What follows belongs to an exercise in optimizing a design on an open flow for small area and a short achievable clock period; a production flow would make more cautious choices.
Function was not checked in any run shown here: the RTL went through the layout flow alone.
Power and IR drop assume default switching activity.

==> design/flow/design.v <==
module halfAdder ( a ,b ,sum ,carry );
output sum ;
output carry ;
input a ;
input b ;
assign  sum = a ^ b ;  
assign  carry = a & b;
endmodule
module fullAdder (input a ,b ,cin ,
output sum ,carry );
assign  sum = a ^ b ^ cin;  
assign  carry = (a&b) | (b&cin) | (cin&a);
endmodule
module adder4( a ,b ,cin, sum ,carry );
output [3:0] sum ;
output carry ;
input [3:0] a ;
input [3:0] b ;
input cin;
wire [2:0]s;
fullAdder u0 (a[0],b[0],1'b0,sum[0],s[0]);
fullAdder u1 (a[1],b[1],s[0],sum[1],s[1]);
fullAdder u2 (a[2],b[2],s[1],sum[2],s[2]);
fullAdder u3 (a[3],b[3],s[2],sum[3],carry);
endmodule
module alpha_adder16(a,b,cin,sum,carry );
output [15:0] sum ;
output carry ;
input [15:0] a ;
input [15:0] b ;
input cin;
wire [2:0]c;
adder4 a0 (a[3:0],b[3:0],0,sum[3:0],c[0]);
adder4 a1 (a[7:4],b[7:4],c[0],sum[7:4],c[1]);
adder4 a2 (a[11:8],b[11:8],c[1],sum[11:8],c[2]);
adder4 a3 (a[15:12],b[15:12],c[2],sum[15:12],carry);
endmodule
`timescale 1ns / 1ps
module reg_in(clk,in,out);
input clk;
input [7:0]in;
output reg [7:0]out;
always@(posedge clk)
begin
	out<=in;
end
endmodule
module PPG(X,Y,p00,p01,p02,p03,p04,p05,p06,p07,p10,p11,p12,p13,p14,p15,p16,p17,p20,p21,p22,p23,p24,p25,
          p26,p27,p30,p31,p32,p33,p34,p35,p36,p37,p40,p41,p42,p43,p44,p45,p46,p47,p50,p51,p52,p53,
          p54,p55,p56,p57,p60,p61,p62,p63,p64,p65,p66,p67,p70,p71,p72,p73,p74,p75,p76,p77);
      input [7:0] X;
      input [7:0] Y;
		output p00,p01,p02,p03,p04,p05,p06,p07,p10,p11,p12,p13,p14,p15,p16,p17,p20,p21,p22,p23,p24,p25,
           p26,p27,p30,p31,p32,p33,p34,p35,p36,p37,p40,p41,p42,p43,p44,p45,p46,p47,p50,p51,p52,p53,
           p54,p55,p56,p57,p60,p61,p62,p63,p64,p65,p66,p67,p70,p71,p72,p73,p74,p75,p76,p77;
	 assign     p10 = X[1] & Y[0];
    assign     p20 = X[2] & Y[0];
    assign     p30 = X[3] & Y[0];
    assign     p40 = X[4] & Y[0];
    assign     p50 = X[5] & Y[0];
    assign     p60 = X[6] & Y[0];
    assign     p70 = X[7] & Y[0];
    assign     p01 = X[0] & Y[1];
    assign     p11 = X[1] & Y[1];
    assign     p21 = X[2] & Y[1];
    assign     p31 = X[3] & Y[1];
    assign     p41 = X[4] & Y[1];
    assign     p51 = X[5] & Y[1];
    assign     p61 = X[6] & Y[1];
    assign     p71 = X[7] & Y[1];
    assign     p00 = X[0] & Y[0];
    assign     p02 = X[0] & Y[2];
    assign     p12 = X[1] & Y[2];
    assign     p22 = X[2] & Y[2];
    assign     p32 = X[3] & Y[2];
    assign     p42 = X[4] & Y[2];
    assign     p52 = X[5] & Y[2];
    assign     p62 = X[6] & Y[2];
    assign     p72 = X[7] & Y[2];
    assign     p03 = X[0] & Y[3];
    assign     p13 = X[1] & Y[3];
    assign     p23 = X[2] & Y[3];
    assign     p33 = X[3] & Y[3];
    assign     p43 = X[4] & Y[3];
    assign     p53 = X[5] & Y[3];
    assign     p63 = X[6] & Y[3];
    assign     p73 = X[7] & Y[3];
    assign     p04 = X[0] & Y[4];
    assign     p14 = X[1] & Y[4];
    assign     p24 = X[2] & Y[4];
    assign     p34 = X[3] & Y[4];
    assign     p44 = X[4] & Y[4];
    assign     p54 = X[5] & Y[4];
    assign     p64 = X[6] & Y[4];
    assign     p74 = X[7] & Y[4];
    assign     p05 = X[0] & Y[5];
    assign     p15 = X[1] & Y[5];
    assign     p25 = X[2] & Y[5];
    assign     p35 = X[3] & Y[5];
    assign     p45 = X[4] & Y[5];
    assign     p55 = X[5] & Y[5];
    assign     p65 = X[6] & Y[5];
    assign     p75 = X[7] & Y[5];
    assign     p06 = X[0] & Y[6];
    assign     p16 = X[1] & Y[6];
    assign     p26 = X[2] & Y[6];
    assign     p36 = X[3] & Y[6];
    assign     p46 = X[4] & Y[6];
    assign     p56 = X[5] & Y[6];
    assign     p66 = X[6] & Y[6];
    assign     p76 = X[7] & Y[6];
    assign     p07 = X[0] & Y[7];
    assign     p17 = X[1] & Y[7];
    assign     p27 = X[2] & Y[7];
    assign     p37 = X[3] & Y[7];
    assign     p47 = X[4] & Y[7];
    assign     p57 = X[5] & Y[7];
    assign     p67 = X[6] & Y[7];
    assign     p77 = X[7] & Y[7];
endmodule
module PPR(p00,p01,p02,p03,p04,p05,p06,p07,p10,p11,p12,p13,p14,p15,p16,p17,p20,p21,p22,p23,p24,p25,
          p26,p27,p30,p31,p32,p33,p34,p35,p36,p37,p40,p41,p42,p43,p44,p45,p46,p47,p50,p51,p52,p53,
          p54,p55,p56,p57,p60,p61,p62,p63,p64,p65,p66,p67,p70,p71,p72,p73,p74,p75,p76,p77,row1,row2);
input     p00,p01,p02,p03,p04,p05,p06,p07,p10,p11,p12,p13,p14,p15,p16,p17,p20,p21,p22,p23,p24,p25,
          p26,p27,p30,p31,p32,p33,p34,p35,p36,p37,p40,p41,p42,p43,p44,p45,p46,p47,p50,p51,p52,p53,
          p54,p55,p56,p57,p60,p61,p62,p63,p64,p65,p66,p67,p70,p71,p72,p73,p74,p75,p76,p77;
	 output [15:0] row1;
    output [15:0] row2;	 
     wire  [42:1] s;
     wire  [42:1] c;
 	  halfAdder  h1(p60,p51,s[1],c[1]);
     fullAdder  h2(p70,p61,p52,s[2],c[2]);
     halfAdder  h3(p43,p34,s[3],c[3]);
     fullAdder  h4(p62,p53,p44,s[4],c[4]);
     halfAdder  h5(p26,p35,s[5],c[5]);
     fullAdder  h6(p36,p45,p54,s[6],c[6]);
    halfAdder  h7(p31,p40,s[7],c[7]);
    halfAdder  h8(p14,p23,s[8],c[8]);
    fullAdder  h9(p32,p50,p41,s[9],c[9]);
    fullAdder  h10(p06,p15,p24,s[10],c[10]);
    fullAdder  h11(p33,p42,s[1],s[11],c[11]);
    fullAdder  h12(p07,p16,p25,s[12],c[12]);    
    fullAdder  h13(s[2],s[3],c[1],s[13],c[13]);
    fullAdder  h14(p71,p17,s[5],s[14],c[14]);
    fullAdder  h15(c[2],s[4],c[3],s[15],c[15]);
    fullAdder  h16(p63,p27,p72 ,s[16],c[16]);
    fullAdder  h17(s[6],c[4], c[5],s[17],c[17]);
    fullAdder  h18(p55,p64,p73,s[18],c[18]);
    fullAdder  h19(p37,p46,c[6],s[19],c[19]);
    fullAdder  h20(p56,p65,p74,s[20],c[20]);
    halfAdder  h21(p21,p30,s[21],c[21]);
    fullAdder  h22(p13,p22,s[7],s[22],c[22]);
    fullAdder  h23(s[8],s[9],c[7],s[23],c[23]);
    fullAdder  h24(s[11],c[8],c[9],s[24],c[24]);
    fullAdder  h25(s[13],c[10],c[11],s[25],c[25]);
    fullAdder  h26(s[15],c[12],c[13],s[26],c[26]);
    fullAdder  h27(s[17],c[14],c[15],s[27],c[27]);
    fullAdder  h28(s[19],c[16],c[17],s[28],c[28]);
    fullAdder  h29(c[18],c[19],p47,s[29],c[29]);
    fullAdder  h30(p66,p75,c[20],s[30],c[30]);
    halfAdder  h31(p11,p20,s[31],c[31]);
    fullAdder  h32(p03,p12,s[21],s[32],c[32]);
    fullAdder  h33(p04,c[21],s[22],s[33],c[33]);
    fullAdder  h34(p05,s[23],c[22],s[34],c[34]);
    fullAdder  h35(s[10],s[24],c[23],s[35],c[35]);
    fullAdder  h36(s[12],s[25],c[24],s[36],c[36]);
    fullAdder  h37(s[14],s[26],c[25],s[37],c[37]);
    fullAdder  h38(s[16],s[27],c[26],s[38],c[38]);
    fullAdder  h40(s[18],s[28],c[27],s[39],c[39]);
    fullAdder  h41(s[20],s[29],c[28],s[40],c[40]);
    fullAdder  h42(p57,s[30],c[29],s[41],c[41]);
    fullAdder  h43(p67,p76,c[30],s[42],c[42]);
    assign row1[0] = p00;
    assign row1[1] = p01;
    assign row1[2] = p02;
    assign row1[3] = s[32];
    assign row1[4] = s[33];
    assign row1[5] = s[34];
    assign row1[6] = s[35];
    assign row1[7] = s[36];
    assign row1[8] = s[37];
    assign row1[9] = s[38];
    assign row1[10]= s[39];
    assign row1[11]= s[40];
    assign row1[12]= s[41];
    assign row1[13]= s[42];
    assign row1[14]= p77;
    assign row1[15]= 0;
    assign row2[0] = 0;
    assign row2[1] = p10;
    assign row2[2] = s[31];
    assign row2[3] = c[31];
    assign row2[4] = c[32];
    assign row2[5] = c[33];
    assign row2[6] = c[34];
    assign row2[7] = c[35];
    assign row2[8] = c[36];
    assign row2[9] = c[37];
    assign row2[10]= c[38];
    assign row2[11]= c[39];
    assign row2[12]= c[40];
    assign row2[13]= c[41];
    assign row2[14]= c[42];
    assign row2[15]= 0;
endmodule
`timescale 1ns / 1ps
module MAC(clk, reset, X, Y, reg_Pro);
  input clk, reset;
  input [7:0] X;
  input [7:0] Y;
  output reg [15:0] reg_Pro;
  wire p00_d = X[0] & Y[0];
  wire p01_d = X[0] & Y[1];
  wire p02_d = X[0] & Y[2];
  wire p03_d = X[0] & Y[3];
  wire p04_d = X[0] & Y[4];
  wire p05_d = X[0] & Y[5];
  wire p06_d = X[0] & Y[6];
  wire p07_d = X[0] & Y[7];
  wire p10_d = X[1] & Y[0];
  wire p11_d = X[1] & Y[1];
  wire p12_d = X[1] & Y[2];
  wire p13_d = X[1] & Y[3];
  wire p14_d = X[1] & Y[4];
  wire p15_d = X[1] & Y[5];
  wire p16_d = X[1] & Y[6];
  wire p17_d = X[1] & Y[7];
  wire p20_d = X[2] & Y[0];
  wire p21_d = X[2] & Y[1];
  wire p22_d = X[2] & Y[2];
  wire p23_d = X[2] & Y[3];
  wire p24_d = X[2] & Y[4];
  wire p25_d = X[2] & Y[5];
  wire p26_d = X[2] & Y[6];
  wire p27_d = X[2] & Y[7];
  wire p30_d = X[3] & Y[0];
  wire p31_d = X[3] & Y[1];
  wire p32_d = X[3] & Y[2];
  wire p33_d = X[3] & Y[3];
  wire p34_d = X[3] & Y[4];
  wire p35_d = X[3] & Y[5];
  wire p36_d = X[3] & Y[6];
  wire p37_d = X[3] & Y[7];
  wire p40_d = X[4] & Y[0];
  wire p41_d = X[4] & Y[1];
  wire p42_d = X[4] & Y[2];
  wire p43_d = X[4] & Y[3];
  wire p44_d = X[4] & Y[4];
  wire p45_d = X[4] & Y[5];
  wire p46_d = X[4] & Y[6];
  wire p47_d = X[4] & Y[7];
  wire p50_d = X[5] & Y[0];
  wire p51_d = X[5] & Y[1];
  wire p52_d = X[5] & Y[2];
  wire p53_d = X[5] & Y[3];
  wire p54_d = X[5] & Y[4];
  wire p55_d = X[5] & Y[5];
  wire p56_d = X[5] & Y[6];
  wire p57_d = X[5] & Y[7];
  wire p60_d = X[6] & Y[0];
  wire p61_d = X[6] & Y[1];
  wire p62_d = X[6] & Y[2];
  wire p63_d = X[6] & Y[3];
  wire p64_d = X[6] & Y[4];
  wire p65_d = X[6] & Y[5];
  wire p66_d = X[6] & Y[6];
  wire p67_d = X[6] & Y[7];
  wire p70_d = X[7] & Y[0];
  wire p71_d = X[7] & Y[1];
  wire p72_d = X[7] & Y[2];
  wire p73_d = X[7] & Y[3];
  wire p74_d = X[7] & Y[4];
  wire p75_d = X[7] & Y[5];
  wire p76_d = X[7] & Y[6];
  wire p77_d = X[7] & Y[7];
  wire s1_d = p60_d ^ p51_d;
  wire c1_d = p60_d & p51_d;
  wire s2_d = p70_d ^ p61_d ^ p52_d;
  wire c2_d = (p70_d & p61_d) | (p61_d & p52_d) | (p52_d & p70_d);
  wire s3_d = p43_d ^ p34_d;
  wire c3_d = p43_d & p34_d;
  wire s4_d = p62_d ^ p53_d ^ p44_d;
  wire c4_d = (p62_d & p53_d) | (p53_d & p44_d) | (p44_d & p62_d);
  wire s5_d = p26_d ^ p35_d;
  wire c5_d = p26_d & p35_d;
  wire s6_d = p36_d ^ p45_d ^ p54_d;
  wire c6_d = (p36_d & p45_d) | (p45_d & p54_d) | (p54_d & p36_d);
  wire s7_d = p31_d ^ p40_d;
  wire c7_d = p31_d & p40_d;
  wire s8_d = p14_d ^ p23_d;
  wire c8_d = p14_d & p23_d;
  wire s9_d = p32_d ^ p50_d ^ p41_d;
  wire c9_d = (p32_d & p50_d) | (p50_d & p41_d) | (p41_d & p32_d);
  wire s10_d = p06_d ^ p15_d ^ p24_d;
  wire c10_d = (p06_d & p15_d) | (p15_d & p24_d) | (p24_d & p06_d);
  wire s11_d = p33_d ^ p42_d ^ s1_d;
  wire c11_d = (p33_d & p42_d) | (p42_d & s1_d) | (s1_d & p33_d);
  wire s12_d = p07_d ^ p16_d ^ p25_d;
  wire c12_d = (p07_d & p16_d) | (p16_d & p25_d) | (p25_d & p07_d);
  wire s13_d = s2_d ^ s3_d ^ c1_d;
  wire c13_d = (s2_d & s3_d) | (s3_d & c1_d) | (c1_d & s2_d);
  wire s14_d = p71_d ^ p17_d ^ s5_d;
  wire c14_d = (p71_d & p17_d) | (p17_d & s5_d) | (s5_d & p71_d);
  wire s15_d = c2_d ^ s4_d ^ c3_d;
  wire c15_d = (c2_d & s4_d) | (s4_d & c3_d) | (c3_d & c2_d);
  wire s16_d = p63_d ^ p27_d ^ p72_d;
  wire c16_d = (p63_d & p27_d) | (p27_d & p72_d) | (p72_d & p63_d);
  wire s17_d = s6_d ^ c4_d ^ c5_d;
  wire c17_d = (s6_d & c4_d) | (c4_d & c5_d) | (c5_d & s6_d);
  wire s18_d = p55_d ^ p64_d ^ p73_d;
  wire c18_d = (p55_d & p64_d) | (p64_d & p73_d) | (p73_d & p55_d);
  wire s19_d = p37_d ^ p46_d ^ c6_d;
  wire c19_d = (p37_d & p46_d) | (p46_d & c6_d) | (c6_d & p37_d);
  wire s20_d = p56_d ^ p65_d ^ p74_d;
  wire c20_d = (p56_d & p65_d) | (p65_d & p74_d) | (p74_d & p56_d);
  wire s21_d = p21_d ^ p30_d;
  wire c21_d = p21_d & p30_d;
  wire s22_d = p13_d ^ p22_d ^ s7_d;
  wire c22_d = (p13_d & p22_d) | (p22_d & s7_d) | (s7_d & p13_d);
  wire s23_d = s8_d ^ s9_d ^ c7_d;
  wire c23_d = (s8_d & s9_d) | (s9_d & c7_d) | (c7_d & s8_d);
  wire s24_d = s11_d ^ c8_d ^ c9_d;
  wire c24_d = (s11_d & c8_d) | (c8_d & c9_d) | (c9_d & s11_d);
  wire s25_d = s13_d ^ c10_d ^ c11_d;
  wire c25_d = (s13_d & c10_d) | (c10_d & c11_d) | (c11_d & s13_d);
  wire s26_d = s15_d ^ c12_d ^ c13_d;
  wire c26_d = (s15_d & c12_d) | (c12_d & c13_d) | (c13_d & s15_d);
  wire s27_d = s17_d ^ c14_d ^ c15_d;
  wire c27_d = (s17_d & c14_d) | (c14_d & c15_d) | (c15_d & s17_d);
  wire s28_d = s19_d ^ c16_d ^ c17_d;
  wire c28_d = (s19_d & c16_d) | (c16_d & c17_d) | (c17_d & s19_d);
  wire s29_d = c18_d ^ c19_d ^ p47_d;
  wire c29_d = (c18_d & c19_d) | (c19_d & p47_d) | (p47_d & c18_d);
  wire s30_d = p66_d ^ p75_d ^ c20_d;
  wire c30_d = (p66_d & p75_d) | (p75_d & c20_d) | (c20_d & p66_d);
  wire s31_d = p11_d ^ p20_d;
  wire c31_d = p11_d & p20_d;
  wire s32_d = p03_d ^ p12_d ^ s21_d;
  wire c32_d = (p03_d & p12_d) | (p12_d & s21_d) | (s21_d & p03_d);
  wire s33_d = p04_d ^ c21_d ^ s22_d;
  wire c33_d = (p04_d & c21_d) | (c21_d & s22_d) | (s22_d & p04_d);
  wire s34_d = p05_d ^ s23_d ^ c22_d;
  wire c34_d = (p05_d & s23_d) | (s23_d & c22_d) | (c22_d & p05_d);
  wire s42_d = p67_d ^ p76_d ^ c30_d;
  wire c42_d = (p67_d & p76_d) | (p76_d & c30_d) | (c30_d & p67_d);
  wire [3:0] a0_d = {s32_d,p02_d,p01_d,p00_d} + {c31_d,s31_d,p10_d,1'b0};
  reg c32_q, s33_q, c33_q, s34_q, c23_q, c34_q, s10_q, s24_q, c24_q, s12_q, s25_q, c25_q, s14_q, s26_q, c26_q, s16_q, s27_q, c27_q, s18_q, s28_q, c28_q, s20_q, s29_q, c29_q, p57_q, s30_q, s42_q, c42_q, p77_q;
  reg [3:0] a0_q;
  always @(posedge clk) begin
    c32_q <= c32_d;
    s33_q <= s33_d;
    c33_q <= c33_d;
    s34_q <= s34_d;
    c23_q <= c23_d;
    c34_q <= c34_d;
    s10_q <= s10_d;
    s24_q <= s24_d;
    c24_q <= c24_d;
    s12_q <= s12_d;
    s25_q <= s25_d;
    c25_q <= c25_d;
    s14_q <= s14_d;
    s26_q <= s26_d;
    c26_q <= c26_d;
    s16_q <= s16_d;
    s27_q <= s27_d;
    c27_q <= c27_d;
    s18_q <= s18_d;
    s28_q <= s28_d;
    c28_q <= c28_d;
    s20_q <= s20_d;
    s29_q <= s29_d;
    c29_q <= c29_d;
    p57_q <= p57_d;
    s30_q <= s30_d;
    s42_q <= s42_d;
    c42_q <= c42_d;
    p77_q <= p77_d;
    a0_q <= a0_d;
  end
  wire c32 = c32_q;
  wire s33 = s33_q;
  wire c33 = c33_q;
  wire s34 = s34_q;
  wire c23 = c23_q;
  wire c34 = c34_q;
  wire s10 = s10_q;
  wire s24 = s24_q;
  wire c24 = c24_q;
  wire s12 = s12_q;
  wire s25 = s25_q;
  wire c25 = c25_q;
  wire s14 = s14_q;
  wire s26 = s26_q;
  wire c26 = c26_q;
  wire s16 = s16_q;
  wire s27 = s27_q;
  wire c27 = c27_q;
  wire s18 = s18_q;
  wire s28 = s28_q;
  wire c28 = c28_q;
  wire s20 = s20_q;
  wire s29 = s29_q;
  wire c29 = c29_q;
  wire p57 = p57_q;
  wire s30 = s30_q;
  wire s42 = s42_q;
  wire c42 = c42_q;
  wire p77 = p77_q;
  wire s35 = s10 ^ s24 ^ c23;
  wire c35 = (s10 & s24) | (s24 & c23) | (c23 & s10);
  wire s36 = s12 ^ s25 ^ c24;
  wire c36 = (s12 & s25) | (s25 & c24) | (c24 & s12);
  wire s37 = s14 ^ s26 ^ c25;
  wire c37 = (s14 & s26) | (s26 & c25) | (c25 & s14);
  wire s38 = s16 ^ s27 ^ c26;
  wire c38 = (s16 & s27) | (s27 & c26) | (c26 & s16);
  wire s39 = s18 ^ s28 ^ c27;
  wire c39 = (s18 & s28) | (s28 & c27) | (c27 & s18);
  wire s40 = s20 ^ s29 ^ c28;
  wire c40 = (s20 & s29) | (s29 & c28) | (c28 & s20);
  wire s41 = p57 ^ s30 ^ c29;
  wire c41 = (p57 & s30) | (s30 & c29) | (c29 & p57);
  wire [15:4] row1 = {1'b0,p77,s42,s41,s40,s39,s38,s37,s36,s35,s34,s33};
  wire [15:4] row2 = {1'b0,c42,c41,c40,c39,c38,c37,c36,c35,c34,c33,c32};
  wire [15:4] cs_s = reg_Pro[15:4] ^ row1[15:4] ^ row2[15:4];
  wire [15:4] cs_c = (reg_Pro[15:4] & row1[15:4]) | (row1[15:4] & row2[15:4]) | (row2[15:4] & reg_Pro[15:4]);
  wire [15:0] opa = {cs_s[15:4], reg_Pro[3:0]};
  wire [15:0] opb = {cs_c[14:12], 1'b0, cs_c[10:8], 1'b0, cs_c[6:4], 1'b0, a0_q};
  wire [15:0] g = opa & opb;
  wire [15:0] p = opa ^ opb;
  wire [3:0] dg1 = row1[7:4] & row2[7:4];
  wire [3:0] dp1 = row1[7:4] | row2[7:4];
  wire d1 = dg1[3] | (dp1[3] & dg1[2]) | (dp1[3] & dp1[2] & dg1[1]) | (dp1[3] & dp1[2] & dp1[1] & dg1[0]);
  wire [3:0] dg2 = row1[11:8] & row2[11:8];
  wire [3:0] dp2 = row1[11:8] | row2[11:8];
  wire d2 = dg2[3] | (dp2[3] & dg2[2]) | (dp2[3] & dp2[2] & dg2[1]) | (dp2[3] & dp2[2] & dp2[1] & dg2[0]);
  wire [3:0] dg3 = row1[15:12] & row2[15:12];
  wire [3:0] dp3 = row1[15:12] | row2[15:12];
  wire d3 = dg3[3] | (dp3[3] & dg3[2]) | (dp3[3] & dp3[2] & dg3[1]) | (dp3[3] & dp3[2] & dp3[1] & dg3[0]);
  wire G0_1 = g[1] | (p[1] & g[0]);
  wire P0_1 = p[1] & p[0];
  wire G0_2 = g[2] | (p[2] & G0_1);
  wire P0_2 = p[2] & P0_1;
  wire G0_3 = g[3] | (p[3] & g[2]) | (p[3] & p[2] & G0_1);
  wire P0_3 = p[3] & p[2] & P0_1;
  wire G1_1 = g[5] | (p[5] & g[4]);
  wire P1_1 = p[5] & p[4];
  wire G1_2 = g[6] | (p[6] & G1_1);
  wire P1_2 = p[6] & P1_1;
  wire G1_3 = g[7] | (p[7] & g[6]) | (p[7] & p[6] & G1_1);
  wire P1_3 = p[7] & p[6] & P1_1;
  wire G2_1 = g[9] | (p[9] & g[8]);
  wire P2_1 = p[9] & p[8];
  wire G2_2 = g[10] | (p[10] & G2_1);
  wire P2_2 = p[10] & P2_1;
  wire G2_3 = g[11] | (p[11] & g[10]) | (p[11] & p[10] & G2_1);
  wire P2_3 = p[11] & p[10] & P2_1;
  wire G3_1 = g[13] | (p[13] & g[12]);
  wire P3_1 = p[13] & p[12];
  wire G3_2 = g[14] | (p[14] & G3_1);
  wire P3_2 = p[14] & P3_1;
  wire G3_3 = g[15] | (p[15] & g[14]) | (p[15] & p[14] & G3_1);
  wire P3_3 = p[15] & p[14] & P3_1;
  wire k1 = cs_c[7] | ~d1;
  wire Gm1 = (cs_c[7] & ~d1) | (k1 & G1_3);
  wire Pm1 = k1 & P1_3;
  wire k2 = cs_c[11] | ~d2;
  wire Gm2 = (cs_c[11] & ~d2) | (k2 & G2_3);
  wire Pm2 = k2 & P2_3;
  wire k3 = cs_c[15] | ~d3;
  wire Gm3 = (cs_c[15] & ~d3) | (k3 & G3_3);
  wire Pm3 = k3 & P3_3;
  wire ci1 = G0_3;
  wire ci2 = Gm1 | (Pm1 & G0_3);
  wire ci3 = Gm2 | (Pm2 & Gm1) | (Pm2 & Pm1 & G0_3);
  wire [15:0] cy;
  assign cy[0] = 1'b0;
  assign cy[1] = g[0] | (p[0] & 1'b0);
  assign cy[2] = G0_1 | (P0_1 & 1'b0);
  assign cy[3] = G0_2 | (P0_2 & 1'b0);
  assign cy[4] = ci1;
  assign cy[5] = g[4] | (p[4] & ci1);
  assign cy[6] = G1_1 | (P1_1 & ci1);
  assign cy[7] = G1_2 | (P1_2 & ci1);
  assign cy[8] = ci2;
  assign cy[9] = g[8] | (p[8] & ci2);
  assign cy[10] = G2_1 | (P2_1 & ci2);
  assign cy[11] = G2_2 | (P2_2 & ci2);
  assign cy[12] = ci3;
  assign cy[13] = g[12] | (p[12] & ci3);
  assign cy[14] = G3_1 | (P3_1 & ci3);
  assign cy[15] = G3_2 | (P3_2 & ci3);
  wire [15:0] nxt = p ^ cy;
  always @(posedge clk) begin
    reg_Pro <= nxt & {16{~reset}};
  end
endmodule
==> design/flow/run.sh <==
#!/bin/bash
# synth_recipe.tcl (not shown) runs the flow's synth.tcl, then flattens the netlist and writes it again
# the make line also repeats each setting of config.mk as NAME=value (left out here)
make -C /OpenROAD-flow-scripts/flow DESIGN_CONFIG=/design/flow/config.mk WORK_HOME=/design/flow/orfs CLKGATE_MAP_FILE= SYNTH_SCRIPT=/design/flow/synth_recipe.tcl finish
==> design/flow/config.mk <==
export PLATFORM = sky130hd
export DESIGN_NAME = MAC
export DESIGN_NICKNAME = MAC
export VERILOG_FILES = /design/flow/design.v
export SDC_FILE = /design/flow/constraint.sdc
export NUM_CORES = 4
export LEC_CHECK = 0
export CAP_MARGIN = 20
export CORE_MARGIN = 2
export CORE_UTILIZATION = 40
export SETUP_SLACK_MARGIN = 2.5
export SLEW_MARGIN = 20
==> design/flow/constraint.sdc <==
create_clock -name core_clock -period 5.5 [get_ports {clk}]
set_input_delay 1.1000 -clock core_clock [delete_from_list [all_inputs] [get_ports {clk}]]
set_output_delay 1.1000 -clock core_clock [all_outputs]
set_load 0.01 [all_outputs]
==> flow_summary_export.csv, run 1 <==
group,metric,value,unit
run_status,status,"no timing/DRC/antenna violations",
hold_path,hold_start,"a0_q[0]",
worst_setup_path,r2r_end,"reg_Pro[12]",
global_routing,grt_use_total,14.5,%
global_routing,gr-total-overflow,0,
timing,slew_violations,0,
drt,drtIter0Drc,52,
timing,rsz0062_at_grt,"true",
timing,finClkSkew,0.0116,ns
cells_and_area,reg_top3,"reg_Pro: 16 flops, a0_q: 4 flops",
worst_setup_path,required,5.69,ns
power_and_ir_drop,power.leakage,1.90,nW
clock_network,htreeDepth,2,
synthesis,ys_top_cells_by_area,"dfxtp_1 (28%), fa_1 (28%), and2_1 (9.8%)",
worst_setup_path,critical_path_class,"flip-flop to flip-flop",
die,io_pins,34,
cells_and_area,diodes,0,
die,die-area,0.00938,mm^2
synthesis,yosys.area.top_type_share,28.4,%
timing,slew_headroom,72.7,%
clock_network,cts.sinks,49,
synthesis,syn_area_per_cell,10.4,um^2
worst_setup_path,worstRegToRegCells,13,
drt,vias_per_cell,4.66,
cells_and_area,post-route-util,50.3,%
synthesis,synth_xor_area_share,2.54,%
power_and_ir_drop,power.density,545,mW/mm^2
worst_setup_path,critPathCaptureType,"flip-flop",
job,maxCapViolCount,0,
power_and_ir_drop,finalPower,2.28,mW
placement,gp_congestion,0.816,
power_and_ir_drop,seq_power_share,22.4,%
power_and_ir_drop,p_sw_share,41.2,%
timing,tightest_slew,0.407,ns
placement,port_buffers,33,
worst_setup_path,arrival,3.36,ns
placement,dp_hpwl,5.02,mm
hold_path,hold_depth,2,
synthesis,synth-simple-area-share,17.0,%
hold_path,hold_end,"reg_Pro[0]",
worst_setup_path,reg2reg_slack,2.34,ns
clock_network,clk_latency,0.30,ns
drt,num_vias,2279,
timing,setup_viol_count_final,0,
worst_setup_path,worst_r2r_startpoint,"s24_q",
die,num_rows,33,
synthesis,synth_compound_area_share,9.40,%
power_and_ir_drop,share_comb_of_total_power,67.5,%
clock_network,numCtsBuffers,5,
timing,fin_crit_sh,57.5,%
drt,wire_per_inst,13.2,um
cells_and_area,top_register,"reg_Pro",
clock_network,cts_tree,"built",
synthesis,synth_top_family_by_area,"adder cells",
cells_and_area,nFillCells,787,
clock_network,cts_buffer_depth,2,
hold_path,hold_path_class,"flip-flop to flip-flop",
timing,whs,0.557,ns
timing,max_freq,316,MHz
power_and_ir_drop,peakVddDrop,204,uV
synthesis,mappedNetlistNets,421,
timing,fin_crit,3.16,ns
power_and_ir_drop,switchingPower,0.938,mW
synthesis,synth_cells,332,
synthesis,seq_area_frac_synth,28.4,%
die,start_util,41.5,%
synthesis,synth-seq-cells,49,
die,coreArea,0.00830,mm^2
synthesis,ys_types,43,
global_routing,grt_pass1_vias,2361,
power_and_ir_drop,internal-power,1.34,mW
drt,drcViolationCount,0,
global_routing,grt_max_degree,19,
synthesis,syn_area,0.00345,mm^2
power_and_ir_drop,p_clk_share,10.2,%
timing,hold_viol_final,0,
drt,ant_nets,0,
timing,tns,0,ns
timing,setup_ws,2.34,ns
clock_network,cts_root_buf,"clkbuf_8",
synthesis,synth_fa_ha_area_share,36.5,%
worst_setup_path,cp-start-kind,"flip-flop",
placement,pre_cts_ws,1.88,ns
synthesis,synth_mux_area_share,0.435,%
worst_setup_path,cp_max_fo,3,
drt,first_pass_iters,4,
global_routing,grt_pass1_wl,11.3,mm
clock_network,cts.clk_slew.worst_paths,0.10,ns
cells_and_area,fin_nets,472,
synthesis,yosysTopAreaCell,"dfxtp_1",
synthesis,yosys_warnings,1,
global_routing,grt_antenna_before_repair,0,
die,fp.dieW,96.9,um
drt,wl,6.44,mm
clock_network,ctsHoldBuffers,0,
cells_and_area,largest_reg_flops,16,
cells_and_area,drive_above_1_share,15.9,%
die,die_h,96.9,um
cells_and_area,layout-area-overhead-vs-synth,21.1,%
## per-stage QoR
step | instance area (um^2) | instances
floorplan | 3470 | 332
global placement | 3940 | 470
finish | 4180 | 489
global route | 4180 | 489
detailed placement | 3940 | 470
CTS | 4110 | 482
## logic make-up (layout without fill, tap and decap cells)
logic type,Yosys count,after routing
AOI/OAI and AO/OA,41,41
xor gates and xnor gates,10,10
adders and majority gates,72,72
buffers and inverters,52,104
DFF,49,49
muxes,1,1
and+or+nand+nor,107,107
## power by group through the flow
| stage | logic, mW | registers (mW) | clock network (mW) |
|---|---|---|---|
| after floorplan | 0.913 | 0.527 | 0 |
| after global placement | 1.19 | 0.516 | 0 |
| after detailed placement | 1.21 | 0.518 | 0 |
| after CTS | 1.33 | 0.510 | 0.241 |
| after global routing | 1.72 | 0.524 | 0.256 |
| final | 1.54 | 0.510 | 0.232 |
## what timing repair did
action,4_1_cts,5_1_grt
gates resized for setup,29,35
pin swaps,1,11
endpoints found under the setup margin,14,14
setup buffers,4,7
## cells in the final DEF, fill, tap and decap left out, types with 4 or more instances in the layout
cell	n
a21oi_1	6
and2_1	52
buf_4	11
clkbuf_2	8
clkbuf_8	6
clkdlybuf4s50_1	20
dfxtp_1	48
fa_1	45
ha_1	19
ha_4	4
inv_1	49
nand2_1	17
nand3_1	5
nor2_1	12
nor2b_1	8
xnor2_1	5
xor2_1	4
## cell usage after synthesis, drive strengths merged
| master | number |
|---|---|
| a2111oi | 1 |
| a211o | 1 |
| a211oi | 1 |
| a21bo | 1 |
| a21boi | 1 |
| a21o | 3 |
| a21oi | 8 |
| a221oi | 1 |
| a22oi | 1 |
| a311oi | 1 |
| a31oi | 3 |
| and2 | 54 |
| and3 | 1 |
| clkbuf | 1 |
| dfxtp | 49 |
| fa | 48 |
| ha | 23 |
| inv | 51 |
| maj3 | 1 |
| mux2 | 1 |
| nand2 | 17 |
| nand2b | 3 |
| nand3 | 6 |
| nand4 | 1 |
| nor2 | 13 |
| nor2b | 8 |
| nor3 | 2 |
| nor3b | 1 |
| o2111ai | 1 |
| o211a | 1 |
| o211ai | 2 |
| o21a | 3 |
| o21ai | 6 |
| o22ai | 3 |
| o311ai | 1 |
| o31ai | 1 |
| o41ai | 1 |
| or2 | 1 |
| xnor2 | 6 |
| xor2 | 4 |
## worst max-delay path by stage
stage,start,slack [ns],end
after floorplan,s24_q,2.46,reg_Pro[12]
after global placement,Y[5],1.92,s27_q
after detailed placement,Y[2],1.88,s25_q
after CTS,c24_q,2.38,reg_Pro[13]
after global routing,s24_q,2.26,reg_Pro[13]
final,s24_q,2.34,reg_Pro[12]
## cell type report
cell class                 count  area, um^2  share of cell area (%)
clock buffer                   6        82.6                    1.98
clock inverter                 2        17.5                   0.419
inverter                      51         191                    4.58
multi-input combinational    231        2400                    57.4
sequential                    49         982                    23.5
tap                          105         131                    3.15
timing repair buffer          45         373                    8.93
## worst max-delay path, stage by stage, from the launching register on
cell	delay, ns
dfxtp_2	0.33
fa_1	0.57
inv_2	0.05
fa_1	0.49
inv_2	0.05
ha_4	0.26
o21a_1	0.17
nor2_4	0.07
o41ai_4	0.29
a31oi_4	0.06
a21bo_2	0.22
a21oi_2	0.14
ha_1	0.23
nor2b_1	0.13
## layer usage
layer	wire length (um)	track usage (%)
met4	73	4.12
met5	0	0
met3	108	1.30
met2	2920	22.8
met1	3340	21.4
==> inputs of run 2 (changes only) <==
--- a/design/flow/config.mk
+++ b/design/flow/config.mk
@@ -5,8 +5,9 @@
 export SDC_FILE = /design/flow/constraint.sdc
 export NUM_CORES = 4
 export LEC_CHECK = 0
+export ABC_CLOCK_PERIOD_IN_PS = 2000
 export CAP_MARGIN = 20
 export CORE_MARGIN = 2
 export CORE_UTILIZATION = 40
-export SETUP_SLACK_MARGIN = 2.5
+export SETUP_SLACK_MARGIN = 2.9
 export SLEW_MARGIN = 20
==> run 2 against run 1 <==
  * Critical path depth is the same
  * Maximum frequency grew 0.76%
  * Final area grew 4.4%
  * Register-to-register slack gained 0.02 ns
==> flow_summary_export.csv, run 2 <==
group,metric,value,unit
synthesis,synthFlopType,"dfxtp_1",
die,die-area,0.00938,mm^2
timing,slew_headroom,75.5,%
synthesis,yosysTopAreaCell,"dfxtp_1",
power_and_ir_drop,p_sw_share,40.1,%
cells_and_area,diodes,0,
global_routing,gr-total-overflow,0,
drt,wire_per_inst,12.6,um
timing,slew_violations,0,
die,start_util,41.5,%
power_and_ir_drop,seq_power_share,22.2,%
clock_network,cts_tree,"built",
synthesis,syn_area,0.00345,mm^2
synthesis,yosys_warnings,1,
timing,max_freq,319,MHz
drt,vias_per_cell,4.64,
worst_setup_path,arrival,3.33,ns
timing,setup_viol_count_final,0,
synthesis,async_reset_ff_share,0,%
power_and_ir_drop,peakVddDrop,213,uV
cells_and_area,fin_nets,477,
cells_and_area,final_common_cell,"dfxtp_1",
worst_setup_path,cp_max_fo,5,
timing,finClkSkew,0.00910,ns
cells_and_area,drive_above_1_share,24.9,%
synthesis,mappedNetlistNets,421,
drt,ant_nets,0,
clock_network,clk_latency,0.30,ns
drt,wl,6.25,mm
timing,rsz0062_at_grt,"true",
clock_network,numCtsBuffers,5,
synthesis,synth-seq-cells,49,
cells_and_area,top_register,"reg_Pro",
drt,drtIter0Drc,69,
drt,num_vias,2290,
synthesis,synthTopCellsByCount,"and2_1 (54), inv_1 (51), dfxtp_1 (49)",
worst_setup_path,critPathCaptureType,"flip-flop",
power_and_ir_drop,power.density,527,mW/mm^2
die,num_rows,33,
synthesis,synth_edf_count,0,
cells_and_area,most-common-layout-cells,"dfxtp_1 (47), and2_1 (43), inv_1 (41)",
synthesis,syn_area_per_cell,10.4,um^2
clock_network,cts.sinks,49,
global_routing,grt_max_degree,19,
power_and_ir_drop,internal-power,1.38,mW
power_and_ir_drop,p_clk_share,9.9,%
hold_path,hold_path_class,"flip-flop to flip-flop",
worst_setup_path,crit_chain,"fa_1 -> inv_2 -> fa_1 -> inv_2 -> ha_4 -> o21a_1 -> nor2_4 -> o41ai_4 -> a31oi_4 -> buf_4 -> buf_6 -> o21ai_4 -> mux2_4",
worst_setup_path,crit_slowest_cell,"fa_1",
placement,gp_congestion,0.839,
clock_network,cts.clk_slew.worst_paths,0.09,ns
clock_network,ctsHoldBuffers,0,
cells_and_area,reg_top3,"reg_Pro: 16 flops, a0_q: 4 flops",
global_routing,grt_pass1_wl,11.0,mm
timing,tightest_slew,0.368,ns
timing,hold_viol_final,0,
global_routing,grt_antenna_before_repair,0,
timing,tns,0,ns
synthesis,yosys.area.top_type_share,28.4,%
synthesis,synth_cells,332,
timing,fin_crit_sh,57.0,%
power_and_ir_drop,switchingPower,0.920,mW
synthesis,ys_types,43,
drt,drcViolationCount,0,
global_routing,grt_pass1_vias,2310,
synthesis,synth_most_common_cell,"and2_1",
job,maxCapViolCount,0,
die,fp.dieW,96.9,um
global_routing,grt_use_total,14.1,%
worst_setup_path,critPathMaxStageDelay,0.57,ns
die,coreArea,0.00830,mm^2
clock_network,htreeDepth,2,
placement,dp_hpwl,5.05,mm
drt,first_pass_iters,4,
synthesis,ys_top_cells_by_area,"dfxtp_1 (28%), fa_1 (28%), and2_1 (9.8%)",
timing,fin_crit,3.14,ns
cells_and_area,layout-area-overhead-vs-synth,26.5,%
clock_network,cts_buffer_depth,2,
power_and_ir_drop,power.leakage,1.95,nW
clock_network,cts_root_buf,"clkbuf_8",
run_status,status,"no timing/DRC/antenna violations",
worst_setup_path,cp-start-kind,"flip-flop",
die,io_pins,34,
placement,port_buffers,33,
synthesis,seq_area_frac_synth,28.4,%
power_and_ir_drop,share_comb_of_total_power,67.9,%
die,die_h,96.9,um
cells_and_area,post-route-util,52.5,%
worst_setup_path,critical_path_class,"flip-flop to flip-flop",
worst_setup_path,required,5.70,ns
cells_and_area,largest_reg_flops,16,
==> run 2: cell counts after synthesis <==
Identical to the previous run, type by type.
==> run 2: stage by stage <==
| step | area [um^2] | power (mW) | cells | hold WS (ns) | setup WS [ns] |
|---|---|---|---|---|---|
| 3_5_place_dp | 3980 | 1.74 | 470 | 0.549 | 1.93 |
| 2_1_floorplan | 3510 | 1.45 | 332 | 0.524 | 2.46 |
| 5_1_grt | 4360 | 2.51 | 494 | 0.604 | 2.25 |
| 4_1_cts | 4160 | 2.06 | 485 | 0.570 | 2.32 |
| 6_report | 4360 | 2.30 | 494 | 0.559 | 2.36 |
| 3_3_place_gp | 3980 | 1.72 | 470 | 0.537 | 1.97 |
==> run 2: worst paths after layout <==
kind	start	end	slack (ns)	cells past startpoint
max	s24_q	reg_Pro[14]	2.36	13
min	a0_q[0]	reg_Pro[0]	0.56	2
max reg2reg	s24_q	reg_Pro[14]	2.36	13
min reg2reg	a0_q[0]	reg_Pro[0]	0.56	2
==> run 2: timing repair <==
item	in CTS	in global routing
endpoints found under the hold margin	0	0
pin swaps	7	26
setup buffers	7	9
gates resized for setup	88	30
endpoints found under the setup margin	27	17
cloned	0	0
==> run 2: layer usage <==
| layer | share of wire (%) | wire length (um) | global-route usage, % | up-vias |
|---|---|---|---|---|
| met2 | 45 | 2830 | 22.0 | 31 |
| met1 | 52 | 3220 | 20.7 | 1090 |
| met3 | 2.0 | 124 | 1.73 | 5 |
| met4 | 1.1 | 71 | 3.90 | 0 |
| li1 | - | - | - | 1164 |
| met5 | 0 | 0 | 0 | - |
==> run 2: cell type report <==
| cell class | instances | area [um^2] |
|---|---|---|
| Clock buffer | 6 | 82.6 |
| Clock inverter | 2 | 17.5 |
| Fill cell | 750 | 3940 |
| Inverter | 51 | 191 |
| Multi-Input combinational cell | 231 | 2470 |
| Sequential cell | 49 | 983 |
| Tap cell | 105 | 131 |
| Timing Repair Buffer | 50 | 488 |
==> run 2: worst max-delay path, delay by kind of cell, from the launching register on <==
kind | cells | cell delay, ns
muxes | 1 | 0.31
adders and majority gates | 3 | 1.35
buffers and inverters | 4 | 0.38
AOI/OAI and AO/OA | 4 | 0.61
DFF | 1 | 0.33
and+or+nand+nor | 1 | 0.06
==> run 2: cell families (layout without fill, tap and decap cells) <==
logic type | count (synthesis) | in the layout | synth area share (%)
adders and majority gates | 72 | 72 | 36.5
xor gates and xnor gates | 10 | 10 | 2.54
buffers and inverters | 52 | 109 | 5.66
muxes | 1 | 1 | 0.435
DFF | 49 | 49 | 28.4
AOI/OAI and AO/OA | 41 | 41 | 9.40
and+or+nand+nor | 107 | 107 | 17.0
==> run 2: power by group through the flow <==
stage	Clock [mW]	Sequential, mW	Combinational (mW)
6_report	0.229	0.510	1.56
5_1_grt	0.254	0.525	1.74
4_1_cts	0.238	0.511	1.31
3_5_place_dp	0	0.519	1.22
3_3_place_gp	0	0.517	1.20
2_1_floorplan	0	0.527	0.921
==> inputs of run 3 (changes only) <==
--- a/design/flow/design.v
+++ b/design/flow/design.v
@@ -319,94 +319,110 @@
   wire c22_d = (p13_d & p22_d) | (p22_d & s7_d) | (s7_d & p13_d);
   wire s23_d = s8_d ^ s9_d ^ c7_d;
   wire c23_d = (s8_d & s9_d) | (s9_d & c7_d) | (c7_d & s8_d);
-  wire s24_d = s11_d ^ c8_d ^ c9_d;
-  wire c24_d = (s11_d & c8_d) | (c8_d & c9_d) | (c9_d & s11_d);
-  wire s25_d = s13_d ^ c10_d ^ c11_d;
-  wire c25_d = (s13_d & c10_d) | (c10_d & c11_d) | (c11_d & s13_d);
-  wire s26_d = s15_d ^ c12_d ^ c13_d;
-  wire c26_d = (s15_d & c12_d) | (c12_d & c13_d) | (c13_d & s15_d);
-  wire s27_d = s17_d ^ c14_d ^ c15_d;
-  wire c27_d = (s17_d & c14_d) | (c14_d & c15_d) | (c15_d & s17_d);
-  wire s28_d = s19_d ^ c16_d ^ c17_d;
-  wire c28_d = (s19_d & c16_d) | (c16_d & c17_d) | (c17_d & s19_d);
-  wire s29_d = c18_d ^ c19_d ^ p47_d;
-  wire c29_d = (c18_d & c19_d) | (c19_d & p47_d) | (p47_d & c18_d);
   wire s30_d = p66_d ^ p75_d ^ c20_d;
   wire c30_d = (p66_d & p75_d) | (p75_d & c20_d) | (c20_d & p66_d);
   wire s31_d = p11_d ^ p20_d;
   wire c31_d = p11_d & p20_d;
   wire s32_d = p03_d ^ p12_d ^ s21_d;
   wire c32_d = (p03_d & p12_d) | (p12_d & s21_d) | (s21_d & p03_d);
-  wire s33_d = p04_d ^ c21_d ^ s22_d;
-  wire c33_d = (p04_d & c21_d) | (c21_d & s22_d) | (s22_d & p04_d);
-  wire s34_d = p05_d ^ s23_d ^ c22_d;
-  wire c34_d = (p05_d & s23_d) | (s23_d & c22_d) | (c22_d & p05_d);
-  wire s42_d = p67_d ^ p76_d ^ c30_d;
-  wire c42_d = (p67_d & p76_d) | (p76_d & c30_d) | (c30_d & p67_d);
   wire [3:0] a0_d = {s32_d,p02_d,p01_d,p00_d} + {c31_d,s31_d,p10_d,1'b0};
-  reg c32_q, s33_q, c33_q, s34_q, c23_q, c34_q, s10_q, s24_q, c24_q, s12_q, s25_q, c25_q, s14_q, s26_q, c26_q, s16_q, s27_q, c27_q, s18_q, s28_q, c28_q, s20_q, s29_q, c29_q, p57_q, s30_q, s42_q, c42_q, p77_q;
+  reg c21_q, c32_q, p04_q, s22_q, c22_q, p05_q, s23_q, c23_q, c8_q, c9_q, s10_q, s11_q, c10_q, c11_q, s12_q, s13_q, c12_q, c13_q, s14_q, s15_q, c14_q, c15_q, s16_q, s17_q, c16_q, c17_q, s18_q, s19_q, c18_q, c19_q, p47_q, s20_q, p57_q, s30_q, c30_q, p67_q, p76_q, p77_q;
   reg [3:0] a0_q;
   always @(posedge clk) begin
+    c21_q <= c21_d;
     c32_q <= c32_d;
-    s33_q <= s33_d;
-    c33_q <= c33_d;
-    s34_q <= s34_d;
+    p04_q <= p04_d;
+    s22_q <= s22_d;
+    c22_q <= c22_d;
+    p05_q <= p05_d;
+    s23_q <= s23_d;
     c23_q <= c23_d;
-    c34_q <= c34_d;
+    c8_q <= c8_d;
+    c9_q <= c9_d;
     s10_q <= s10_d;
-    s24_q <= s24_d;
-    c24_q <= c24_d;
+    s11_q <= s11_d;
+    c10_q <= c10_d;
+    c11_q <= c11_d;
     s12_q <= s12_d;
-    s25_q <= s25_d;
-    c25_q <= c25_d;
+    s13_q <= s13_d;
+    c12_q <= c12_d;
+    c13_q <= c13_d;
     s14_q <= s14_d;
-    s26_q <= s26_d;
-    c26_q <= c26_d;
+    s15_q <= s15_d;
+    c14_q <= c14_d;
+    c15_q <= c15_d;
     s16_q <= s16_d;
-    s27_q <= s27_d;
-    c27_q <= c27_d;
+    s17_q <= s17_d;
+    c16_q <= c16_d;
+    c17_q <= c17_d;
     s18_q <= s18_d;
-    s28_q <= s28_d;
-    c28_q <= c28_d;
+    s19_q <= s19_d;
+    c18_q <= c18_d;
+    c19_q <= c19_d;
+    p47_q <= p47_d;
     s20_q <= s20_d;
-    s29_q <= s29_d;
-    c29_q <= c29_d;
     p57_q <= p57_d;
     s30_q <= s30_d;
-    s42_q <= s42_d;
-    c42_q <= c42_d;
+    c30_q <= c30_d;
+    p67_q <= p67_d;
+    p76_q <= p76_d;
     p77_q <= p77_d;
     a0_q <= a0_d;
   end
+  wire c21 = c21_q;
   wire c32 = c32_q;
-  wire s33 = s33_q;
-  wire c33 = c33_q;
-  wire s34 = s34_q;
+  wire p04 = p04_q;
+  wire s22 = s22_q;
+  wire c22 = c22_q;
+  wire p05 = p05_q;
+  wire s23 = s23_q;
   wire c23 = c23_q;
-  wire c34 = c34_q;
+  wire c8 = c8_q;
+  wire c9 = c9_q;
   wire s10 = s10_q;
-  wire s24 = s24_q;
-  wire c24 = c24_q;
+  wire s11 = s11_q;
+  wire c10 = c10_q;
+  wire c11 = c11_q;
   wire s12 = s12_q;
-  wire s25 = s25_q;
-  wire c25 = c25_q;
+  wire s13 = s13_q;
+  wire c12 = c12_q;
+  wire c13 = c13_q;
   wire s14 = s14_q;
-  wire s26 = s26_q;
-  wire c26 = c26_q;
+  wire s15 = s15_q;
+  wire c14 = c14_q;
+  wire c15 = c15_q;
   wire s16 = s16_q;
-  wire s27 = s27_q;
-  wire c27 = c27_q;
+  wire s17 = s17_q;
+  wire c16 = c16_q;
+  wire c17 = c17_q;
   wire s18 = s18_q;
-  wire s28 = s28_q;
-  wire c28 = c28_q;
+  wire s19 = s19_q;
+  wire c18 = c18_q;
+  wire c19 = c19_q;
+  wire p47 = p47_q;
   wire s20 = s20_q;
-  wire s29 = s29_q;
-  wire c29 = c29_q;
   wire p57 = p57_q;
   wire s30 = s30_q;
-  wire s42 = s42_q;
-  wire c42 = c42_q;
+  wire c30 = c30_q;
+  wire p67 = p67_q;
+  wire p76 = p76_q;
   wire p77 = p77_q;
+  wire s24 = s11 ^ c8 ^ c9;
+  wire c24 = (s11 & c8) | (c8 & c9) | (c9 & s11);
+  wire s25 = s13 ^ c10 ^ c11;
+  wire c25 = (s13 & c10) | (c10 & c11) | (c11 & s13);
+  wire s26 = s15 ^ c12 ^ c13;
+  wire c26 = (s15 & c12) | (c12 & c13) | (c13 & s15);
+  wire s27 = s17 ^ c14 ^ c15;
+  wire c27 = (s17 & c14) | (c14 & c15) | (c15 & s17);
+  wire s28 = s19 ^ c16 ^ c17;
+  wire c28 = (s19 & c16) | (c16 & c17) | (c17 & s19);
+  wire s29 = c18 ^ c19 ^ p47;
+  wire c29 = (c18 & c19) | (c19 & p47) | (p47 & c18);
+  wire s33 = p04 ^ c21 ^ s22;
+  wire c33 = (p04 & c21) | (c21 & s22) | (s22 & p04);
+  wire s34 = p05 ^ s23 ^ c22;
+  wire c34 = (p05 & s23) | (s23 & c22) | (c22 & p05);
   wire s35 = s10 ^ s24 ^ c23;
   wire c35 = (s10 & s24) | (s24 & c23) | (c23 & s10);
   wire s36 = s12 ^ s25 ^ c24;
@@ -421,6 +437,8 @@
   wire c40 = (s20 & s29) | (s29 & c28) | (c28 & s20);
   wire s41 = p57 ^ s30 ^ c29;
   wire c41 = (p57 & s30) | (s30 & c29) | (c29 & p57);
+  wire s42 = p67 ^ p76 ^ c30;
+  wire c42 = (p67 & p76) | (p76 & c30) | (c30 & p67);
   wire [15:4] row1 = {1'b0,p77,s42,s41,s40,s39,s38,s37,s36,s35,s34,s33};
   wire [15:4] row2 = {1'b0,c42,c41,c40,c39,c38,c37,c36,c35,c34,c33,c32};
   wire [15:4] cs_s = reg_Pro[15:4] ^ row1[15:4] ^ row2[15:4];
==> design/flow/config.mk (replaced) <==
export PLATFORM = sky130hd
export DESIGN_NAME = MAC
export DESIGN_NICKNAME = MAC
export VERILOG_FILES = /design/flow/design.v
export SDC_FILE = /design/flow/constraint.sdc
export NUM_CORES = 4
export LEC_CHECK = 0
export CAP_MARGIN = 20
export CORE_MARGIN = 2
export CORE_UTILIZATION = 40
export SETUP_SLACK_MARGIN = 3.0
export SLEW_MARGIN = 20
==> run 3 against run 2 <==
  * Critical endpoint is now reg_Pro[12]
  * Sequential power is 9.6% higher
  * Critical path depth stayed put
  * Still clean
  * Combinational power is 3% lower
  * Cell count is 3.2% higher
==> flow_summary_export.csv, run 3 <==
group,metric,value,unit
run_status,status,"no timing/DRC/antenna violations",
synthesis,synthTopCellsByCount,"inv_1 (62), dfxtp_1 (58), fa_1 (49)",
power_and_ir_drop,power.density,567,mW/mm^2
placement,dp.cells,482,
timing,hold_viol_final,0,
synthesis,seq_area_frac_synth,32.5,%
placement,port_buffers,33,
drt,vias_per_cell,4.58,
die,start_util,41.2,%
placement,gp_congestion,0.787,
worst_setup_path,critPathMaxStageDelay,0.54,ns
global_routing,gr-total-overflow,0,
global_routing,grt_max_degree,19,
drt,drcViolationCount,0,
drt,num_vias,2334,
global_routing,grt_use_total,15.3,%
cells_and_area,multi_input_area,0.00229,mm^2
synthesis,synth-seq-cells,58,
synthesis,yosys.area.top_type_share,32.5,%
timing,fin_crit,3.58,ns
synthesis,ys_top_cells_by_area,"dfxtp_1 (32%), fa_1 (27%), ha_1 (7.7%)",
worst_setup_path,arrival,3.81,ns
cells_and_area,fin_area,0.00446,mm^2
cells_and_area,drive_above_1_share,15.2,%
worst_setup_path,cpMostUsedCell,"fa_1",
die,fp.dieW,98.5,um
worst_setup_path,required,5.73,ns
cells_and_area,diodes,0,
worst_setup_path,r2r_end,"reg_Pro[12]",
synthesis,yosys_warnings,1,
clock_network,cts_buffer_depth,2,
timing,slew_violations,0,
global_routing,grt_pass1_vias,2495,
cells_and_area,fin_nets,486,
worst_setup_path,crit_slowest_cell,"fa_1",
clock_network,cts.clk_slew.worst_paths,0.08,ns
clock_network,htreeDepth,3,
cells_and_area,nFillCells,823,
timing,fin_crit_sh,65.1,%
worst_setup_path,worst_r2r_startpoint,"c14_q",
clock_network,clk_latency,0.34,ns
synthesis,ys_types,39,
worst_setup_path,worstRegToRegCells,13,
drt,wire_per_inst,12.9,um
placement,dp_hpwl,5.16,mm
clock_network,cts_root_buf,"clkbuf_8",
worst_setup_path,crit_family,"adder cells",
drt,wl,6.60,mm
timing,slew_headroom,69.2,%
placement,pre_cts_ws,1.79,ns
global_routing,grt_pass1_wl,11.8,mm
drt,drtIter0Drc,40,
worst_setup_path,critPathCaptureType,"flip-flop",
synthesis,yosysTopAreaCell,"dfxtp_1",
die,io_pins,34,
synthesis,async_reset_ff_share,0,%
cells_and_area,regArea,0.00116,mm^2
clock_network,cts_tree,"built",
hold_path,hold_start,"a0_q[0]",
cells_and_area,fin_cells,510,
synthesis,syn_area_per_cell,10.5,um^2
cells_and_area,reg_top3,"reg_Pro: 16 flops, a0_q: 4 flops",
clock_network,numCtsBuffers,9,
timing,setup_ws,1.92,ns
worst_setup_path,reg2reg_slack,1.92,ns
synthesis,synth_cells,341,
timing,max_freq,279,MHz
timing,rsz0062_at_grt,"true",
job,maxCapViolCount,0,
worst_setup_path,cp_max_fo,3,
timing,setup_viol_count_final,0,
die,die-area,0.00971,mm^2
die,num_rows,34,
power_and_ir_drop,finalPower,2.53,mW
drt,ant_nets,0,
timing,tightest_slew,0.462,ns
placement,placed_cell_area,0.00408,mm^2
worst_setup_path,crit_chain,"inv_1 -> fa_1 -> fa_1 -> inv_2 -> fa_1 -> ha_4 -> and3_2 -> nand2_1 -> o31a_1 -> a31oi_4 -> and2_4 -> ha_4 -> nor2b_1",
worst_setup_path,cp-startpoint,"c14_q",
timing,tns,0,ns
die,die_h,98.5,um
global_routing,grt_antenna_before_repair,0,
cells_and_area,largest_reg_flops,16,
synthesis,synthFlopType,"dfxtp_1",
cells_and_area,layout-area-overhead-vs-synth,24.7,%
synthesis,mappedNetlistNets,430,
timing,finClkSkew,0.0138,ns
worst_setup_path,cp.depth,13,
worst_setup_path,cp-start-kind,"flip-flop",
synthesis,synth_edf_count,0,
worst_setup_path,critical_path_class,"flip-flop to flip-flop",
cells_and_area,top_register,"reg_Pro",
drt,first_pass_iters,4,
worst_setup_path,crit_end,"reg_Pro[12]",
synthesis,synth_most_common_cell,"inv_1",
clock_network,cts.sinks,58,
power_and_ir_drop,power.leakage,2.10,nW
cells_and_area,most-common-layout-cells,"inv_1 (60), dfxtp_1 (57), fa_1 (49)",
hold_path,hold_path_class,"flip-flop to flip-flop",
synthesis,syn_area,0.00357,mm^2
worst_setup_path,cp.buffers_inverters,2,
cells_and_area,final_common_cell,"inv_1",
die,coreArea,0.00868,mm^2
power_and_ir_drop,peakVddDrop,190,uV
==> run 3: changes by cell type in the layout (fill, tap and decap cells not counted), sizes merged, moves of 3 or more <==
cell / before / now
and2: 54 / 38
buf: 29 / 13
clkbuf: 6 / 13
dfxtp: 49 / 58
dlygate4sd2: 4 / 10
inv: 52 / 62
nand2: 17 / 35
nand3: 6 / 3
o21a: 3 / 0
o21ai: 6 / 0
o22ai: 3 / 0
or2: 1 / 4
==> run 3: cell type report <==
cell class                 instances  area share [%]
timing repair buffer              46            9.21
tap                              108            3.03
inverter                          62            5.22
clock buffer                      10            3.09
clock inverter                     6            2.02
multi-input combinational        220            51.3
sequential                        58            26.1
==> run 3: power breakdown <==
part / switching (mW) / internal (mW)
sequential: 0.0498 / 0.509
combinational: 0.706 / 0.819
clock: 0.177 / 0.268
total: 0.933 / 1.60
==> run 3: logic make-up (layout without fill, tap and decap cells) <==
family | after synthesis | after routing | synth area share, %
xor+xnor | 11 | 11 | 2.70
simple gates | 107 | 107 | 15.5
flops | 58 | 58 | 32.5
mux | 1 | 1 | 0.280
buf+inv | 63 | 124 | 6.62
compound gates | 30 | 30 | 7.28
fa+ha+maj | 71 | 71 | 35.1
==> run 3: tightest hold or removal path, cell delays in order, from the launching register on <==
cell     delay [ns]
dfxtp_1        0.32
ha_1           0.11
nor2b_1        0.11
==> run 3: worst min-delay path by stage <==
stage / end / cells after the start
2_1_floorplan: reg_Pro[0] / 2
3_3_place_gp: reg_Pro[0] / 2
3_5_place_dp: reg_Pro[0] / 2
4_1_cts: reg_Pro[0] / 2
5_1_grt: reg_Pro[0] / 2
6_report: reg_Pro[0] / 2
==> run 3: per-stage QoR <==
stage                     utilization, %  hold WS, ns
after global placement              47.0        0.542
after floorplan                        -        0.524
final                               51.4        0.564
after detailed placement            47.0        0.563
after CTS                           50.8        0.582
after global routing                51.4        0.610
==> run 3: per-layer routing <==
metal,vias up,track usage [%],part of all wire [%]
met5,-,0,0
met4,0,5.80,2.1
met3,15,2.77,3.2
met2,40,23.0,44
met1,1114,22.0,51
li1,1165,-,-
==> run 3: what timing repair did <==
| item | CTS | global route |
|---|---|---|
| hold buffers | 0 | 0 |
| buffers inserted | 8 | 4 |
| gates resized for setup | 24 | 12 |
| setup endpoints to repair | 22 | 15 |
| pin swaps | 10 | 1 |

-- port drivers added, routing unchanged --
Ports are ideal in the flow. The routed layouts listed here were re-timed in OpenROAD. Step 1, drivers: a clkbuf_16 drives clk and a buf_2 each remaining input, both assumed. Step 2 times the ports against the registers' clock, not the clock port: input delays grow and output delays shrink by t, the midpoint of the rising clock arrivals with the driver on. a / b / c = ideal ports / drivers / drivers and shift; a / b = the first two.
| run | shift t [ns] | slack for setup (ns) | worst register clock-pin slew, ns | cell pins on the clock port's net |
|---|---|---|---|---|
| run 1 | 0.321 | 2.339 / 2.339 / 2.240 | 0.10 / 0.10 | 1 |
| run 2 | 0.321 | 2.363 / 2.363 / 2.363 | 0.10 / 0.10 | 1 |
| run 3 | 0.361 | 1.920 / 1.920 / 1.920 | 0.08 / 0.08 | 1 |
After both steps every run listed still meets setup and hold. For run 1, which loses most, drivers alone change the setup slack by 0.000 ns; drivers and shift together by -0.099 ns.
